This design comes from an exercise in tuning for small area, a short achievable clock period and few clock cycles per item on the open sky130 flow, not from production work.

== main ==
==> flow/design.v (excerpt) <==
module mandel_engine (
    input             clk,
    input             reset,      
    input             start,      
    input  [31:0]     x,          
    input  [31:0]     y,          
    input  [20:0]     delta,      
    output            busy,       
    output reg        wr_en,      
    output reg [8:0]  wr_addr,    
    output reg [15:0] wr_data     
);
For scale: about 71000 um^2 of cells after synthesis.
==> flow/config.mk <==
export PLATFORM = sky130hd
export DESIGN_NAME = mandel_engine
export DESIGN_NICKNAME = mandel_engine
export VERILOG_FILES = /design/flow/design.v
export SDC_FILE = /design/flow/constraint.sdc
export NUM_CORES = 4
export LEC_CHECK = 0
export CAP_MARGIN = 20
export CORE_MARGIN = 2
export CORE_UTILIZATION = 50
export CTS_CLUSTER_DIAMETER = 100
export CTS_CLUSTER_SIZE = 25
export SLEW_MARGIN = 20
export SYNTH_HIERARCHICAL = 1
export SYNTH_MINIMUM_KEEP_SIZE = 0
==> flow/constraint.sdc <==
create_clock -name core_clock -period 20.0 [get_ports {clk}]
set_input_delay 4.0000 -clock core_clock [delete_from_list [all_inputs] [get_ports {clk}]]
set_output_delay 4.0000 -clock core_clock [all_outputs]
set_load 0.01 [all_outputs]
standard.sh (not shown) runs the stock make flow with config.mk's settings and CLKGATE_MAP_FILE= SYNTH_SCRIPT=/design/flow/synth_recipe.tcl, a recipe that flattens the netlist after the stock synthesis.
==> flow/flow/run.sh <==
#!/bin/bash
# Standard ORFS layout, with two changes to how it is made (the SDC, the
# period and the constraints are the standard flow's, unchanged):
#  - timing repair is asked to leave MARGIN ns of setup slack, so it
#    optimises the paths as if the clock were faster than the 20 ns it is
#    signed off at;
#  - the port buffers that the standard flow inserts on every input and
#    output are plain buf cells (buffer_ports -buffer_cell).
# Each make run writes its full output to its own log here; ORFS keeps the
# per-step logs under orfs/logs.
set -euo pipefail
MARGIN=${MARGIN:-15}
PORTBUF=${PORTBUF:-sky130_fd_sc_hd__buf_1}
bash standard.sh synth > synth.log 2>&1
bash standard.sh SETUP_SLACK_MARGIN=$MARGIN "BUFFER_PORTS_ARGS=-buffer_cell $PORTBUF" finish > layout.log 2>&1
main ran to completion and came out clean on the timing, DRC and antenna checks.
diff inputs: main => the feature branch
--- a/flow/design.v
+++ b/flow/design.v
@@ -6363,28 +6363,28 @@
     c0  <= c1;      d0 <= d1;
     k0  <= k1;
     e0  <= esc;
     f0  <= esc | cyc1 | (k1 == 8'd255);
     sv0 <= sv1;
     pi0 <= pi1;
     wa0 <= wa1;
     p30 <= p31;
     act0 <= reset ? 1'b0 : act1;
 end
-wire        use_c = fin & inword;
+wire        sel_d = ini2 | (row_end & ~ini);
 wire        use_d = ini2 | (take & row_end);
 wire        cneg  = ini | dir;
 wire [31:0] cm    = ini ? {6'd0, dr, 5'd0} : {9'd0, dr, 2'd0};
 wire [31:0] dm    = ini2 ? ~{7'd0, dr, 4'd0} : {11'd0, dr};
-wire [31:0] ad_a  = use_c ? c0 : (use_d ? gdn : gc);
-wire [31:0] ad_b  = use_c ? {11'd0, dr} : (use_d ? dm : (cm ^ {32{cneg}}));
-wire        ad_ci = use_c ? 1'b0 : (use_d ? ini2 : cneg);
+wire [31:0] ad_a  = inword ? c0 : (sel_d ? gdn : gc);
+wire [31:0] ad_b  = inword ? {11'd0, dr} : (sel_d ? dm : (cm ^ {32{cneg}}));
+wire        ad_ci = inword ? 1'b0 : (sel_d ? ini2 : cneg);
 me_addbk addgc (.a(ad_a), .b(ad_b), .ci(ad_ci), .s(sum_c));
 always @(posedge clk) begin
     if (reset) begin
         running <= 1'b0;
         idle    <= 1'b1;
         ini     <= 1'b0;
         ini2    <= 1'b0;
         gv      <= 1'b0;
     end else if (idle) begin
         if (start) begin
==> comparison <==
- Going from main to the feature branch, buffer count excluding the clock tree in the final layout now smaller, clock-cell share of area barely changed, final worst-path cycle share down 0.38 points, number of buffers inserted by post-CTS setup repair went down by 35.
- The feature branch vs main: routed wire length down
- Going from main to the feature branch, share of the final layout cell area in multi-input gates comparable, routed length on met2 now sits lower.
- Summary of the comparison: core utilization of the finished layout is lower in the feature branch, relative to main.
- The feature branch against main: area of combinational cells with multiple inputs shrank by 0.91%.
- Relative to main, global-route usage decreased by 0.69 points in the feature branch.
- Between the feature branch and main, it is the feature branch whose finished layout cell area is lower, by 1.0%.
No run of this note included a check of the RTL's function; only the layout flow was run.

-- re-timing with driven ports --
No port has a modelled driver above. Below, the same layouts with a new extraction and two added sets of constraints. Step 1 sets driving cells, clkbuf_16 on the clock port and buf_2 on the other inputs (assumed; they add their load-dependent delay and slew). Step 2, shift: input delay + t, output delay - t, t = (earliest + latest rising clock arrival at the registers) / 2. This alone moves slack from input paths to output paths. Three values: ideal ports, drivers, drivers and shift; two values: the first two.
run | t, ns | setup WS [ns] | latest minus earliest clock arrival (ns) | slew at the worst register clock pin (ns)
main | 0.736 | 14.761 / 14.761 / 14.761 | 0.048 / 0.048 | 0.11 / 0.11
the feature branch | 0.750 | 14.837 / 14.769 / 14.837 | 0.063 / 0.063 | 0.11 / 0.11
After both steps setup and hold are still met in every run listed.
